This is an optimization exercise on Yosys and OpenROAD, whose aim is small area and a short achievable clock period, not a production implementation.
In this exercise RTL edits were held to simulation tests only and were not proved equivalent to the original.

==> flow/design.v <==
module Top(
	input clk,
	input reset,
	input signed [31:0] n,
	output reg signed [31:0] c
);
	reg [6:0] x;
	wire s = n[31];
	wire [4:0] rem [4:29];
	wire [24:0] q;
	assign rem[4] = {1'b0, n[30:27]} + {1'b0, s, 2'b00, s};    
	genvar i;
	generate
		for (i = 4; i < 29; i = i + 1) begin : div
			wire [4:0] r = rem[i];
			wire b = n[30-i];
			wire o = r[1] | r[0] | b;
			wire ge = r[4] | (r[3] & r[2] & o);    
			assign q[28-i] = ge;
			assign rem[i+1] = {r[3] ^ (ge & r[2] & o), r[2] ^ (ge & o),
			                   r[1] ^ (ge & ~r[0] & ~b), r[0] ^ (ge & ~b), b ^ ge};
		end
	endgenerate
	wire [6:0] rr = {rem[29], n[1:0]};    
	wire [7:0] sm = {1'b0, x} + {1'b0, rr};
	wire ge100 = (sm >= 8'd100);
	wire le100 = (sm <= 8'd100);
	wire [6:0] xn = ge100 ? sm[6:0] - 7'd100 : sm[6:0];
	wire xz = (x == 7'd0);
	wire rz = (rr == 7'd0);
	wire k0 = s ? (~xz & le100) : (ge100 | (xz & rz));
	wire k1 = s & xz & rz;
	wire [24:0] b = q[24:0] ^ {25{s}};
	wire [25:0] ic;
	wire [24:0] bk;
	assign ic[0] = 1'b0;
	assign ic[1] = k1;
	assign bk[0] = b[0];
	wire [32:0] cy;
	wire [31:0] sum;
	assign cy[0] = k0;
	generate
		for (i = 1; i < 25; i = i + 1) begin : inc
			assign bk[i] = b[i] ^ ic[i];
			assign ic[i+1] = b[i] & ic[i];
		end
		for (i = 0; i < 32; i = i + 1) begin : add
			wire bb = (i < 25) ? bk[i] : (i == 25) ? ic[25] : 1'b0;
			assign sum[i] = c[i] ^ bb ^ cy[i];
			assign cy[i+1] = (c[i] & bb) | (cy[i] & (c[i] ^ bb));
		end
	endgenerate
	always @(posedge clk) begin
		if (reset) begin
			x <= 7'd50;
			c <= 32'sd0;
		end else begin
			x <= xn;
			c <= sum;
		end
	end
endmodule
==> flow/flow/run.sh <==
#!/bin/bash
# Standard ORFS layout, except that synthesis maps the logic with an
# area-oriented ABC script and without Yosys's full-adder extraction, and
# the port buffers are the smallest buffer cell.
set -euo pipefail
W=$(pwd)
rm -rf "$W/scripts_area"
cp -r "$FLOW_HOME/scripts" "$W/scripts_area"
cp "$W/flow/abc_area.script" "$W/scripts_area/abc_area.script"
SCRIPTS_DIR="$W/scripts_area" ADDER_MAP_FILE= bash standard.sh synth > "$W/synth.log" 2>&1
export BUFFER_PORTS_ARGS="-buffer_cell sky130_fd_sc_hd__buf_1"
bash standard.sh > "$W/layout.log" 2>&1
==> flow/flow/abc_area.script <==
strash
dc2
dch -f
amap -x
topo
stime -c
==> flow/standard.sh <==
#!/bin/bash
# synth_recipe.tcl (not shown) runs the flow's synth.tcl, then flattens the netlist and writes it again
# the make line also repeats each setting of config.mk as NAME=value (left out here)
make -C /OpenROAD-flow-scripts/flow DESIGN_CONFIG=/design/flow/config.mk WORK_HOME=/design/flow/orfs CLKGATE_MAP_FILE= SYNTH_SCRIPT=/design/flow/synth_recipe.tcl "${@:-finish}"
==> flow/config.mk <==
export PLATFORM = sky130hd
export DESIGN_NAME = Top
export DESIGN_NICKNAME = Top
export VERILOG_FILES = /design/flow/design.v
export SDC_FILE = /design/flow/constraint.sdc
export NUM_CORES = 4
export LEC_CHECK = 0
export ABC_AREA = 1
export CAP_MARGIN = 20
export CORE_MARGIN = 2
export CORE_UTILIZATION = 40
export CTS_BUF_LIST = sky130_fd_sc_hd__clkbuf_4
export CTS_CLUSTER_DIAMETER = 20
export CTS_CLUSTER_SIZE = 4
export SLEW_MARGIN = 20
==> flow/constraint.sdc <==
create_clock -name core_clock -period 76.0 [get_ports {clk}]
set_input_delay 15.2000 -clock core_clock [delete_from_list [all_inputs] [get_ports {clk}]]
set_output_delay 15.2000 -clock core_clock [all_outputs]
set_load 0.01 [all_outputs]
==> results of run 1 <==
[logic make-up after synthesis]
kind of cell / Yosys count
AND/OR/NAND/NOR: 390
AO/OA/AOI/OAI: 261
buffers and inverters: 40
flip-flops: 39
[worst max path at each step]
stage | start | endpoint | slack [ns] | cells after the start
after floorplan | n[31] | c[31] | 30.90 | 205
after global placement | n[31] | c[31] | 27.20 | 208
after detailed placement | n[31] | c[31] | 26.24 | 207
after CTS | n[31] | c[31] | 26.49 | 207
after global routing | n[31] | c[31] | 20.56 | 206
final | n[31] | c[31] | 26.25 | 207
[state kept, by name (all words and copies together), names as in the netlist]
| register | count |
|---|---|
| c | 32 |
| x | 7 |
[stage by stage]
| stage | util, % | hold slack (ns) | worst slack [ns] |
|---|---|---|---|
| floorplan | - | 0.502 | 30.90 |
| detailed placement | 45.5 | 0.456 | 26.24 |
| global placement | 45.5 | 0.456 | 27.20 |
| finish | 46.3 | 0.475 | 26.25 |
| CTS | 46.3 | 0.480 | 26.49 |
| global route | 46.3 | 0.505 | 20.56 |
[cell type report]
class | instances | area (um^2)
clock buffer | 5 | 37.5
inverter | 40 | 150
timing repair buffer | 66 | 253
fill | 1080 | 5250
sequential | 39 | 781
tap | 133 | 166
multi-input combinational | 651 | 3100
clock inverter | 3 | 38.8
[per-layer routing]
layer / vias to the layer above / part of all wire, % / wire length [um]
met5: - / 0 / 0
met4: 0 / 0.71 / 67
met3: 7 / 3.2 / 299
met2: 69 / 44 / 4160
met1: 2016 / 52 / 4960
li1: 2723 / - / -
[layout by cell type (no fill, tap or decap), types with 2 or more instances in the layout]
master	n
sky130_fd_sc_hd__a21oi_1	124
sky130_fd_sc_hd__nand4_1	2
sky130_fd_sc_hd__clkbuf_4	5
sky130_fd_sc_hd__dfxtp_1	39
sky130_fd_sc_hd__nand2_1	122
sky130_fd_sc_hd__buf_1	64
sky130_fd_sc_hd__nor3_1	52
sky130_fd_sc_hd__and3_1	4
sky130_fd_sc_hd__a211oi_1	27
sky130_fd_sc_hd__o32ai_1	2
sky130_fd_sc_hd__and2_0	2
sky130_fd_sc_hd__nor2b_1	5
sky130_fd_sc_hd__clkinv_1	41
sky130_fd_sc_hd__nor2_1	174
sky130_fd_sc_hd__a21o_1	6
sky130_fd_sc_hd__o21a_1	15
sky130_fd_sc_hd__or2_0	17
sky130_fd_sc_hd__o21ai_0	81
sky130_fd_sc_hd__nor3b_1	10
[critical path: cells and delay by family]
family                 cells  cell delay (ns)
AOI/OAI and AO/OA         56            10.49
buffers and inverters      8             1.31
and+or+nand+nor          143            22.89
==> qor.yml, run 1 <==
timing.critical_path.mode_cell: "sky130_fd_sc_hd__nor2_1"
timing.critical_path.required_ns: 76.26
starting_utilization_of_the_core_area_pct: 41.2
first_global_vias: 4077
synth.area.top_cells: "sky130_fd_sc_hd__dfxtp_1, sky130_fd_sc_hd__nor2_1, sky130_fd_sc_hd__a21oi_1"
clk_transition_reported_paths_ns: 0.12
antenna_found_initial: 0
detailedRoute.firstIterationViolations: 210
num_antenna_cells: 0
synthesis_warnings: 1
cts_tree: "built"
groute.layer.met3.usage_pct: 2.44
final-instance-count-excl-fill: 937
cts-resized-gates: 0
mappedNetlistArea_um2: 4030
cts-root-buf: "sky130_fd_sc_hd__clkbuf_4"
r2r_worst_path_depth: 69
postSynthNetCount: 764
netlist.area_leader.share_pct: 19.4
final_critical_path_required_period_ns: 49.75
final_net_count: 837
gp_congestion: 0.832
setup.reg_to_reg.worst_slack_ns: 66.37
post-synth-top-count-cell: "sky130_fd_sc_hd__nor2_1"
min_path_type: "reg -> reg"
synth_enable_flop_cells: 0
y_dimension_of_the_die_um: 104
critical-path-max-stage-delay_ns: 0.61
numClockSinks: 39
timing.hold.worst_path_depth: 1
synth_compound_area_share_pct: 36.1
vias_per_cell: 5.14
fin_tns_setup_ns: 0
layout-drive-gt1-share_pct: 1.12
critical_r2r_launch: "x[1]"
worst_clock_skew_ns: 0.00578
maxCapViolCount: 0
placedCellCount: 929
wl_per_cell_um: 10.1
worst_setup_path_start_kind: "input pin"
grt_util_met1_pct: 22.5
drt_drc_violations_left: 0
register_area_share_after_synthesis_pct: 19.4
cts-root-to-sink-buffers: 2
period_share_pct: 65.5
first_pass_iters: 4
slew-limit-headroom_pct: 43.9
slew_viol_final: 0
rsz0062_at_grt: "no"
chipWidth_um: 104
route.final.wire_length_um: 9490
max_clock_freq_mhz: 20.1
worst_skew_pair.late_latency_ns: 0.35
grt.overflow.total: 0
grt.met2_usage_pct: 31.0
ioPinCount: 66
hold_viol_final: 0
post_synth_inst_count: 730
timing.hold.worst_endpoint: "c[31]"
synth_area_in_xor_xnor_pct: 0
yosysUniqueCellTypes: 25
critical_path.max_fanout: 7
asyncSetResetFlopFracSynth_pct: 0
cts_post_setup_buffers_inserted: 0
postCtsHoldBufs: 0
main_combinational_cell_family_by_area_after_synthesis: "simple AND/OR/NAND/NOR gates"
grt_pass1_wl_um: 16800
globalRoute.busiestLayer: "met2"
post-dp-hpwl_um: 7680
synth_top_flop_cell: "sky130_fd_sc_hd__dfxtp_1"
final_antenna_net_count: 0
synth.mux.area_fraction_pct: 0
ctsHtreeMaxLevel: 2
simple_gate_portion_of_the_synthesized_area_pct: 40.8
area_share_of_fa_ha_maj_cells_after_synthesis_pct: 0
worstMarginPinSlew_ns: 0.842
regToRegEndpoint: "c[31]"
critPathKind: "in -> reg"
crit_path_capture_type: "register"
grtUsageTotal_pct: 17.5
postSynthRegisterBits: 39
die-area_um2: 10900
dr_total_vias: 4815
final_setup_viols: 0
cp_slowest_cell: "sky130_fd_sc_hd__a221oi_1"
netlist.top_cell.by_area: "sky130_fd_sc_hd__dfxtp_1"
layout-area-overhead-vs-synth_pct: 12.3
post-route-cell-area_um2: 4530
placeableCoreArea_um2: 9770
run_status: "complete, no violations"
numPortBuffers: 65
cts_inserted_buffers: 5
hold_path.startpoint: "c[31]"
synthesis.area_per_instance_um2: 5.52
dpl_cell_area_um2: 4450
critPathArrivalTime_ns: 50.01
grt_start_max_net_pins: 49
synth_top_cells_by_count: "sky130_fd_sc_hd__nor2_1, sky130_fd_sc_hd__a21oi_1, sky130_fd_sc_hd__nand2_1, sky130_fd_sc_hd__o21ai_0, sky130_fd_sc_hd__nor3_1"
row_count: 36
==> inputs of run 2 (changes only) <==
--- a/flow/config.mk
+++ b/flow/config.mk
@@ -11,5 +11,3 @@
 export CORE_UTILIZATION = 40
-export CTS_BUF_LIST = sky130_fd_sc_hd__clkbuf_4
-export CTS_CLUSTER_DIAMETER = 20
-export CTS_CLUSTER_SIZE = 4
+export CTS_BUF_LIST = sky130_fd_sc_hd__clkbuf_8
 export SLEW_MARGIN = 20
==> run 2 against run 1 <==
  * Hold slack got worse by 0.0064 ns
  * Non-clock buffer count stayed put
  * Via count shrank 0.12%
  * Cell count did not move
  * First-iteration DRC count increased by 12%
  * Sequential share of layout area is 0.16 points lower
  * Die area is the same
  * Critical path depth did not move
  * Core utilization is 0.42 points higher
  * Register-to-register slack about the same
  * Fmax down 0.20%
==> qor.yml, run 2 <==
run_status: "complete, no violations"
post_synth_inst_count: 730  # unchanged
post-route-cell-area_um2: 4570  # +0.91%
worst_skew_pair.late_latency_ns: 0.28  # -0.07 ns
drt_drc_violations_left: 0  # unchanged
critical_r2r_launch: "x[1]"
postSynthNetCount: 764  # unchanged
cts_inserted_buffers: 5  # unchanged
synthesis.area_per_instance_um2: 5.52  # unchanged
cts-resized-gates: 0  # unchanged
grt_pass1_wl_um: 16900  # +0.33%
worst_clock_skew_ns: 0.00367  # -0.00211 ns
first_pass_iters: 4  # unchanged
starting_utilization_of_the_core_area_pct: 41.2  # unchanged
period_share_pct: 65.6  # +0.13 points
netlist.area_leader.share_pct: 19.4  # unchanged
antenna_found_initial: 0  # unchanged
first_global_vias: 4079  # +0.049%
min_path_type: "reg -> reg"
regToRegEndpoint: "c[31]"
netlist.top_cell.by_area: "sky130_fd_sc_hd__dfxtp_1"
route.final.wire_length_um: 9480  # about the same
most-common-layout-cells: "sky130_fd_sc_hd__nor2_1, sky130_fd_sc_hd__a21oi_1, sky130_fd_sc_hd__nand2_1"
layout-area-overhead-vs-synth_pct: 13.3
mappedNetlistArea_um2: 4030  # unchanged
ctsHtreeMaxLevel: 2  # unchanged
cts_tree: "built"
post-synth-top-count-cell: "sky130_fd_sc_hd__nor2_1"
max_clock_freq_mhz: 20.1  # -0.20%
placeableCoreArea_um2: 9770  # unchanged
multi_input_comb_area_um2: 3100  # unchanged
asyncSetResetFlopFracSynth_pct: 0  # unchanged
numClockSinks: 39  # unchanged
numPortBuffers: 65  # unchanged
ioPinCount: 66  # unchanged
slew_viol_final: 0  # unchanged
critPathArrivalTime_ns: 50.04  # +0.03 ns
fillerInstances: 1078  # -0.19%
postSynthRegisterBits: 39  # unchanged
rsz0062_at_grt: "no"
synth_top_flop_cell: "sky130_fd_sc_hd__dfxtp_1"
final_net_count: 837  # unchanged
layout-drive-gt1-share_pct: 1.24  # +0.12 points
seqCellArea_um2: 781  # unchanged
final_critical_path_required_period_ns: 49.85  # +0.101 ns
crit_path_start: "n[31]"
regMostFlops: "c"
slew-limit-headroom_pct: 44.2  # +0.30 points
cts-root-buf: "sky130_fd_sc_hd__clkbuf_8"
timing.critical_path.required_ns: 76.19  # -0.07 ns
num_antenna_cells: 0  # unchanged
critPathKind: "in -> reg"
layout.cells.most_common: "sky130_fd_sc_hd__nor2_1"
chipWidth_um: 104  # unchanged
grtUsageTotal_pct: 17.4  # -0.037 points
fin_tns_setup_ns: 0  # unchanged
largest_register_ff_count: 32  # unchanged
synth_enable_flop_cells: 0  # unchanged
crit_path_capture_type: "register"
row_count: 36  # unchanged
final_antenna_net_count: 0  # unchanged
synth_top_cells_by_count: "sky130_fd_sc_hd__nor2_1, sky130_fd_sc_hd__a21oi_1, sky130_fd_sc_hd__nand2_1, sky130_fd_sc_hd__o21ai_0, sky130_fd_sc_hd__nor3_1"
synth.area.top_cells: "sky130_fd_sc_hd__dfxtp_1, sky130_fd_sc_hd__nor2_1, sky130_fd_sc_hd__a21oi_1"
worst_setup_path_start_kind: "input pin"
cts-root-to-sink-buffers: 2  # unchanged
post-dp-hpwl_um: 7680  # unchanged
timing.critical_path.mode_cell: "sky130_fd_sc_hd__nor2_1"
die-area_um2: 10900  # unchanged
grt.overflow.total: 0  # unchanged
cp_slowest_cell: "sky130_fd_sc_hd__a221oi_1"
wl_per_cell_um: 10.1  # about the same
maxCapViolCount: 0  # unchanged
yosysUniqueCellTypes: 25  # unchanged
detailedRoute.firstIterationViolations: 236  # +12%
critical_path.max_fanout: 7  # unchanged
crit_end: "c[31]"
clk_transition_reported_paths_ns: 0.08  # -0.04 ns
dr_total_vias: 4809  # -0.12%
postCtsHoldBufs: 0  # unchanged
critical-path-max-stage-delay_ns: 0.61  # about the same
synthesis_warnings: 1  # unchanged
vias_per_cell: 5.13  # -0.12%
r2r_worst_path_depth: 69  # unchanged
final_setup_viols: 0  # unchanged
grt_start_max_net_pins: 49  # unchanged
gp_congestion: 0.832  # unchanged
setup.reg_to_reg.worst_slack_ns: 66.37  # about the same
register_area_share_after_synthesis_pct: 19.4  # unchanged
y_dimension_of_the_die_um: 104  # unchanged
largestRegisters: "c: 32 flops, x: 7 flops"
dpl_cell_area_um2: 4450  # unchanged
worstMarginPinSlew_ns: 0.838  # -0.00450 ns
hold_viol_final: 0  # unchanged
cts_post_setup_buffers_inserted: 0  # unchanged
-- run 2: cell counts after synthesis --
No cell type changed its count.
-- run 2: layout make-up --
cell class,instances,share of cell area (%)
multi-input cells,651,67.9
flip-flops and latches,39,17.1
repair buffers,66,5.53
well taps,133,3.64
inverters,40,3.29
clock buffers,6,1.81
clock inverters,2,0.767
-- run 2: routing by layer --
metal,share of wire [%],vias to the layer above,track usage [%]
li1,-,2725,-
met1,53,2012,22.7
met2,44,68,31.1
met3,3.1,4,2.63
met4,0.53,0,2.03
met5,0,-,0
-- run 2: cell families after synthesis --
kind of cell,synth area share (%)
compound gates,36.1
simple gates,40.8
buf+inv,3.73
flops,19.4
-- run 2: worst max-delay path, delay by kind of cell --
kind / cells / cell delay (ns)
AND/OR/NAND/NOR: 143 / 22.91
AO/OA/AOI/OAI: 56 / 10.52
buffers and inverters: 8 / 1.32
-- run 2: worst min path at each step --
stage,startpoint,endpoint,slack [ns],depth (start not counted)
6_report,c[31],c[31],0.47,1
5_1_grt,c[31],c[31],0.50,1
4_1_cts,c[31],c[31],0.47,1
3_5_place_dp,c[31],c[31],0.46,1
3_3_place_gp,c[31],c[31],0.46,1
2_1_floorplan,c[31],c[31],0.50,1
-- run 2: through the flow --
step / setup WS, ns / hold slack [ns] / std cells / util (%)
3_5_place_dp: 26.24 / 0.456 / 929 / 45.5
6_report: 26.15 / 0.468 / 937 / 46.7
2_1_floorplan: 30.90 / 0.502 / 730 / -
5_1_grt: 20.47 / 0.498 / 937 / 46.7
3_3_place_gp: 27.20 / 0.456 / 929 / 45.5
4_1_cts: 26.41 / 0.474 / 937 / 46.7
==> inputs of run 3 (changes only) <==
--- a/flow/flow/run.sh
+++ b/flow/flow/run.sh
@@ -11,2 +11,2 @@
 export BUFFER_PORTS_ARGS="-buffer_cell sky130_fd_sc_hd__buf_1"
-bash standard.sh > "$W/layout.log" 2>&1
+SETUP_SLACK_MARGIN=27 SETUP_MOVE_SEQUENCE=sizeup bash standard.sh > "$W/layout.log" 2>&1
==> run 3 against run 2 <==
  * Count of clock-buffer cells in the layout unchanged
  * Synthesized cell count unchanged
  * Core utilization up 6.3 points
  * Cell count unchanged
  * Critical path depth up 3
  * Synthesized area unchanged
  * Hold slack about the same
  * Flip-flop and latch count unchanged
==> qor.yml, run 3 <==
final_net_count: 837  # unchanged
cts_inserted_buffers: 5  # unchanged
layout-drive-gt1-share_pct: 17.0  # +16 points
route.final.wire_length_um: 10600  # +12%
regMostFlops: "c"
rsz0062_at_grt: "no"
period_share_pct: 60.3  # -5.3 points
starting_utilization_of_the_core_area_pct: 41.2  # unchanged
die-area_um2: 10900  # unchanged
synth_top_cells_by_count: "sky130_fd_sc_hd__nor2_1, sky130_fd_sc_hd__a21oi_1, sky130_fd_sc_hd__nand2_1, sky130_fd_sc_hd__o21ai_0, sky130_fd_sc_hd__nor3_1"
wl_per_cell_um: 11.3  # +12%
layout.cells.most_common: "sky130_fd_sc_hd__nor2_1"
netlist.top_cell.by_area: "sky130_fd_sc_hd__dfxtp_1"
first_global_vias: 4101  # +0.54%
chipWidth_um: 104  # unchanged
critical_r2r_launch: "x[1]"
run_status: "complete, no violations"
layout-area-overhead-vs-synth_pct: 28.5
ctsHtreeMaxLevel: 2  # unchanged
fin_tns_setup_ns: 0  # unchanged
grt.overflow.total: 0  # unchanged
cp_slowest_cell: "sky130_fd_sc_hd__a221oi_4"
maxCapViolCount: 0  # unchanged
netlist.area_leader.share_pct: 19.4  # unchanged
dr_total_vias: 4968  # +3.3%
dpl_cell_area_um2: 4450  # unchanged
max_clock_freq_mhz: 21.8  # +8.8%
mappedNetlistArea_um2: 4030  # unchanged
regToRegEndpoint: "c[31]"
detailedRoute.firstIterationViolations: 220  # -6.8%
final_setup_viols: 0  # unchanged
critPathKind: "in -> reg"
clk_transition_reported_paths_ns: 0.08  # about the same
worst_skew_pair.late_latency_ns: 0.28  # about the same
largest_register_ff_count: 32  # unchanged
crit_path_capture_type: "register"
postSynthRegisterBits: 39  # unchanged
critical_path.max_fanout: 7  # unchanged
crit_path_start: "n[31]"
register_area_share_after_synthesis_pct: 19.4  # unchanged
crit_end: "c[31]"
critical-path-max-stage-delay_ns: 0.36  # -0.25 ns
numClockSinks: 39  # unchanged
grt_start_max_net_pins: 49  # unchanged
asyncSetResetFlopFracSynth_pct: 0  # unchanged
final_antenna_net_count: 0  # unchanged
worst_setup_path_start_kind: "input pin"
num_antenna_cells: 0  # unchanged
hold_viol_final: 0  # unchanged
most-common-layout-cells: "sky130_fd_sc_hd__nor2_1, sky130_fd_sc_hd__nand2_1, sky130_fd_sc_hd__a21oi_1"
gp_congestion: 0.832  # unchanged
worstMarginPinSlew_ns: 0.817  # -0.0203 ns
y_dimension_of_the_die_um: 104  # unchanged
fin_util_pct: 53.0  # +6.3 points
first_pass_iters: 5  # +1
post-route-cell-area_um2: 5180  # +13%
synth_enable_flop_cells: 0  # unchanged
placeableCoreArea_um2: 9770  # unchanged
timing.critical_path.mode_cell: "sky130_fd_sc_hd__nor2_1"
synth.area.top_cells: "sky130_fd_sc_hd__dfxtp_1, sky130_fd_sc_hd__nor2_1, sky130_fd_sc_hd__a21oi_1"
largestRegisters: "c: 32 flops, x: 7 flops"
yosysUniqueCellTypes: 25  # unchanged
post_synth_inst_count: 730  # unchanged
timing.critical_path.required_ns: 76.19  # about the same
post-synth-top-count-cell: "sky130_fd_sc_hd__nor2_1"
slew-limit-headroom_pct: 45.5  # +1.4 points
path_depth: 210  # +1.4%
critPathArrivalTime_ns: 45.99  # -4.05 ns
min_path_type: "reg -> reg"
final.hold.worst_slack_ns: 0.468  # -0.0000730 ns
cts-root-to-sink-buffers: 2  # unchanged
critical_path.n_buffers_inverters: 8  # unchanged
cts-root-buf: "sky130_fd_sc_hd__clkbuf_8"
postCtsHoldBufs: 0  # unchanged
vias_per_cell: 5.30  # +3.3%
synthesis.area_per_instance_um2: 5.52  # unchanged
synthesis_warnings: 1  # unchanged
cts_tree: "built"
slew_viol_final: 0  # unchanged
ioPinCount: 66  # unchanged
r2r_worst_path_depth: 69  # unchanged
setup.reg_to_reg.worst_slack_ns: 66.78  # +0.41 ns
antenna_found_initial: 0  # unchanged
final_critical_path_required_period_ns: 45.80  # -4.05 ns
grt_pass1_wl_um: 16900  # +0.41%
synth_top_flop_cell: "sky130_fd_sc_hd__dfxtp_1"
row_count: 36  # unchanged
postSynthNetCount: 764  # unchanged
numPortBuffers: 65  # unchanged
post-dp-hpwl_um: 7680  # unchanged
grtUsageTotal_pct: 17.5  # +0.079 points
drt_drc_violations_left: 0  # unchanged
worst_clock_skew_ns: 0.00409  # +0.000425 ns
critical_path.top_delay_family: "simple AND/OR/NAND/NOR gates"
[run 3: worst register-to-register path: cells and delay by family (launching register included)]
kind | cells | cell delay (ns)
AOI/OAI and AO/OA | 33 | 5.07
DFF | 1 | 0.37
buffers and inverters | 1 | 0.09
and+or+nand+nor | 35 | 3.56
[run 3: through the flow]
step	setup WS (ns)	instances
2_1_floorplan	30.90	730
3_3_place_gp	27.20	929
3_5_place_dp	26.24	929
4_1_cts	27.00	937
5_1_grt	26.43	937
6_report	30.20	937
[run 3: cell type report]
class                      count  area, um^2
tap                          133         166
multi-input combinational    651        3710
inverter                      40         150
sequential                    39         781
clock buffer                   6        82.6
timing repair buffer          66         254
fill                        1039        4600
clock inverter                 2        35.0
[run 3: logic make-up (layout without fill, tap and decap cells)]
group / after synthesis / count (layout) / synth area share (%)
buf+inv: 40 / 114 / 3.73
simple gates: 390 / 390 / 40.8
flops: 39 / 39 / 19.4
compound gates: 261 / 261 / 36.1
[run 3: worst min path at each step]
stage,to,from,depth (start not counted)
after floorplan,c[31],c[31],1
after detailed placement,c[31],c[31],1
after global routing,c[31],c[31],1
after CTS,c[31],c[31],1
after global placement,c[31],c[31],1
final,c[31],c[31],1
[run 3: metal layers]
metal / global-route usage [%] / up-vias / share of wire (%)
met5: 0 / - / 0
met3: 2.76 / 6 / 3.0
li1: - / 2740 / -
met2: 31.1 / 60 / 48
met1: 22.6 / 2162 / 48
met4: 2.61 / 0 / 0.57
[run 3: repair_timing]
action	in CTS	in global routing
endpoints found under the hold margin	0	0
setup endpoints to repair	7	24
cloned	0	0
pin swaps	0	0
resized for setup	7	158
buffers inserted	0	0
==> inputs of run 4 (changes only) <==
--- a/flow/flow/run.sh
+++ b/flow/flow/run.sh
@@ -11,2 +11,2 @@
 export BUFFER_PORTS_ARGS="-buffer_cell sky130_fd_sc_hd__buf_1"
-SETUP_SLACK_MARGIN=27 SETUP_MOVE_SEQUENCE=sizeup bash standard.sh > "$W/layout.log" 2>&1
+SETUP_SLACK_MARGIN=29 SETUP_MOVE_SEQUENCE=sizeup bash standard.sh > "$W/layout.log" 2>&1
==> run 4 against run 3 <==
  * Still clean on timing, DRC and antenna
  * Register-to-register slack improved by 0.58 ns
  * Non-clock buffer count did not move
  * Clock skew down 0.00072 ns
  * Core utilization up 4.2 points
  * Critical path depth increased by 7
  * Global-route usage increased by 0.35 points
  * Fmax up 3.1%
==> qor.yml, run 4 <==
grtUsageTotal_pct: 17.9  # +0.35 points
largestRegisters: "c: 32 flops, x: 7 flops"
dr_total_vias: 5058  # +1.8%
timing.hold.worst_path_depth: 1  # unchanged
placeableCoreArea_um2: 9770  # unchanged
starting_utilization_of_the_core_area_pct: 41.2  # unchanged
postSynthRegisterBits: 39  # unchanged
drt_drc_violations_left: 0  # unchanged
post_synth_inst_count: 730  # unchanged
largest_register_ff_count: 32  # unchanged
placedCellCount: 929  # unchanged
ctsHtreeMaxLevel: 2  # unchanged
y_dimension_of_the_die_um: 104  # unchanged
most-common-layout-cells: "sky130_fd_sc_hd__nor2_1, sky130_fd_sc_hd__nand2_1, sky130_fd_sc_hd__a21oi_1"
final-instance-count-excl-fill: 937  # unchanged
synth_top_flop_cell: "sky130_fd_sc_hd__dfxtp_1"
min_path_type: "reg -> reg"
regToRegEndpoint: "c[31]"
worst_clock_skew_ns: 0.00337  # -0.000721 ns
crit_path_capture_type: "register"
critPathArrivalTime_ns: 44.63  # -1.36 ns
regMostFlops: "c"
layout-area-overhead-vs-synth_pct: 38.7
slew-limit-headroom_pct: 43.7  # -1.8 points
cts-root-buf: "sky130_fd_sc_hd__clkbuf_8"
first_global_vias: 4173  # +1.8%
post-dp-hpwl_um: 7680  # unchanged
layout.cells.most_common: "sky130_fd_sc_hd__nor2_1"
final_antenna_net_count: 0  # unchanged
grt_pass1_wl_um: 17200  # +1.8%
r2r_worst_path_depth: 71  # +2.9%
synthesis.area_per_instance_um2: 5.52  # unchanged
timing.critical_path.mode_cell: "sky130_fd_sc_hd__nor2_2"
wl_per_cell_um: 12.0  # +6.2%
row_count: 36  # unchanged
critPathKind: "in -> reg"
grt.overflow.total: 0  # unchanged
worstMarginPinSlew_ns: 0.844  # +0.0267 ns
postSynthNetCount: 764  # unchanged
worst_skew_pair.late_latency_ns: 0.28  # about the same
timing.hold.worst_endpoint: "c[31]"
final_net_count: 837  # unchanged
synth_top_cells_by_count: "sky130_fd_sc_hd__nor2_1, sky130_fd_sc_hd__a21oi_1, sky130_fd_sc_hd__nand2_1, sky130_fd_sc_hd__o21ai_0, sky130_fd_sc_hd__nor3_1"
critical_path.max_fanout: 7  # unchanged
worst_setup_path_start_kind: "input pin"
fin_tns_setup_ns: 0  # unchanged
grt_start_max_net_pins: 49  # unchanged
num_antenna_cells: 0  # unchanged
run_status: "complete, no violations"
synth_enable_flop_cells: 0  # unchanged
numPortBuffers: 65  # unchanged
slew_viol_final: 0  # unchanged
max_clock_freq_mhz: 22.5  # +3.1%
final_setup_viols: 0  # unchanged
maxCapViolCount: 0  # unchanged
asyncSetResetFlopFracSynth_pct: 0  # unchanged
timing.critical_path.required_ns: 76.19  # about the same
cp_slowest_cell: "sky130_fd_sc_hd__a221oi_4"
ioPinCount: 66  # unchanged
yosysUniqueCellTypes: 25  # unchanged
mappedNetlistArea_um2: 4030  # unchanged
chipWidth_um: 104  # unchanged
cts_post_setup_buffers_inserted: 0  # unchanged
detailedRoute.firstIterationViolations: 186  # -15%
final_critical_path_required_period_ns: 44.44  # -1.36 ns
clk_transition_reported_paths_ns: 0.08  # about the same
numClockSinks: 39  # unchanged
post-synth-top-count-cell: "sky130_fd_sc_hd__nor2_1"
period_share_pct: 58.5  # -1.8 points
cts_tree: "built"
die-area_um2: 10900  # unchanged
netlist.top_cell.by_area: "sky130_fd_sc_hd__dfxtp_1"
first_pass_iters: 4  # -1
critical_r2r_launch: "x[1]"
hold_path.startpoint: "c[31]"
setup.reg_to_reg.worst_slack_ns: 67.36  # +0.58 ns
route.final.wire_length_um: 11300  # +6.2%
register_area_share_after_synthesis_pct: 19.4  # unchanged
cts-root-to-sink-buffers: 2  # unchanged
critical-path-max-stage-delay_ns: 0.36  # about the same
synth.area.top_cells: "sky130_fd_sc_hd__dfxtp_1, sky130_fd_sc_hd__nor2_1, sky130_fd_sc_hd__a21oi_1"
rsz0062_at_grt: "no"
gp_congestion: 0.832  # unchanged
vias_per_cell: 5.40  # +1.8%
cts_inserted_buffers: 5  # unchanged
hold_viol_final: 0  # unchanged
synthesis_warnings: 1  # unchanged
antenna_found_initial: 0  # unchanged
layout-drive-gt1-share_pct: 26.5  # +9.5 points
netlist.area_leader.share_pct: 19.4  # unchanged
[run 4: cell count changes in the layout (fill, tap and decap cells not counted), sizes merged]
cell | previous run | this run
clkinv | 37 | 33
inv | 4 | 8
buf | 65 | 64
clkbuf | 7 | 8
[run 4: metal layers]
| layer | vias up | wire, um | track usage, % |
|---|---|---|---|
| met2 | 78 | 5580 | 31.8 |
| met1 | 2253 | 5300 | 23.0 |
| met3 | 4 | 346 | 2.82 |
| met5 | - | 0 | 0 |
| met4 | 0 | 49 | 2.80 |
| li1 | 2723 | - | - |
[run 4: critical path, delay by kind of cell]
kind                   cells  cell delay, ns
and+or+nand+nor          153           20.12
buffers and inverters      7            0.72
AOI/OAI and AO/OA         57            8.57
[run 4: worst max path at each step]
stage	from	end	cells after the start	slack, ns
after floorplan	n[31]	c[31]	205	30.90
after global placement	n[31]	c[31]	208	27.20
after detailed placement	n[31]	c[31]	207	26.24
after CTS	n[31]	c[31]	216	29.02
after global routing	n[31]	c[31]	218	28.36
final	n[31]	c[31]	217	31.56
[run 4: cells by family after synthesis]
logic type	share of synthesized area, %
DFF	19.4
and+or+nand+nor	40.8
AOI/OAI and AO/OA	36.1
buffers and inverters	3.73
[run 4: layout make-up]
class | count | area [um^2]
clock buffer | 6 | 82.6
multi-input combinational | 651 | 4120
fill | 983 | 4190
tap | 133 | 166
timing repair buffer | 66 | 256
clock inverter | 2 | 35.0
sequential | 39 | 781
inverter | 40 | 150
[run 4: through the flow]
stage,util [%],worst slack (ns),area (um^2),hold slack (ns)
after detailed placement,45.5,26.24,4450,0.456
after CTS,48.8,29.02,4770,0.474
after floorplan,-,30.90,4030,0.502
after global placement,45.5,27.20,4450,0.456
after global routing,57.2,28.36,5590,0.498
final,57.2,31.56,5590,0.468
[run 4: repair_timing]
| item | CTS | global route |
|---|---|---|
| hold buffers | 0 | 0 |
| resized for setup | 54 | 231 |
| setup endpoints to repair | 15 | 22 |

-- separate check: timing with driven ports --
No port has a modelled driver above. Below, the same layouts with a new extraction and two added sets of constraints. Step 1: set_driving_cell puts a clkbuf_16 on clk and a buf_2 on each other input, an assumption about the parent block. Step 2 also shifts input and output timing later by t, the mid clock arrival at the registers, as if the neighbouring blocks saw the same clock. Slacks: no drivers / after step 1 / after step 2; pairs: no drivers / after step 1.
run | t (ns) | setup WS [ns] | worst setup path at the end | clock arrival spread, ns
run 1 | 0.371 | 26.250 / 26.255 / 25.884 | input to register | 0.006 / 0.006
run 2 | 0.308 | 26.148 / 26.155 / 25.847 | input to register | 0.004 / 0.003
run 3 | 0.309 | 30.200 / 30.209 / 29.900 | input to register | 0.004 / 0.004
run 4 | 0.309 | 31.564 / 31.569 / 31.260 | input to register | 0.003 / 0.004
After both steps every run listed still meets setup and hold. The setup slack of run 1, which loses most, moves by +0.005 ns with the drivers and by -0.366 ns with both steps.
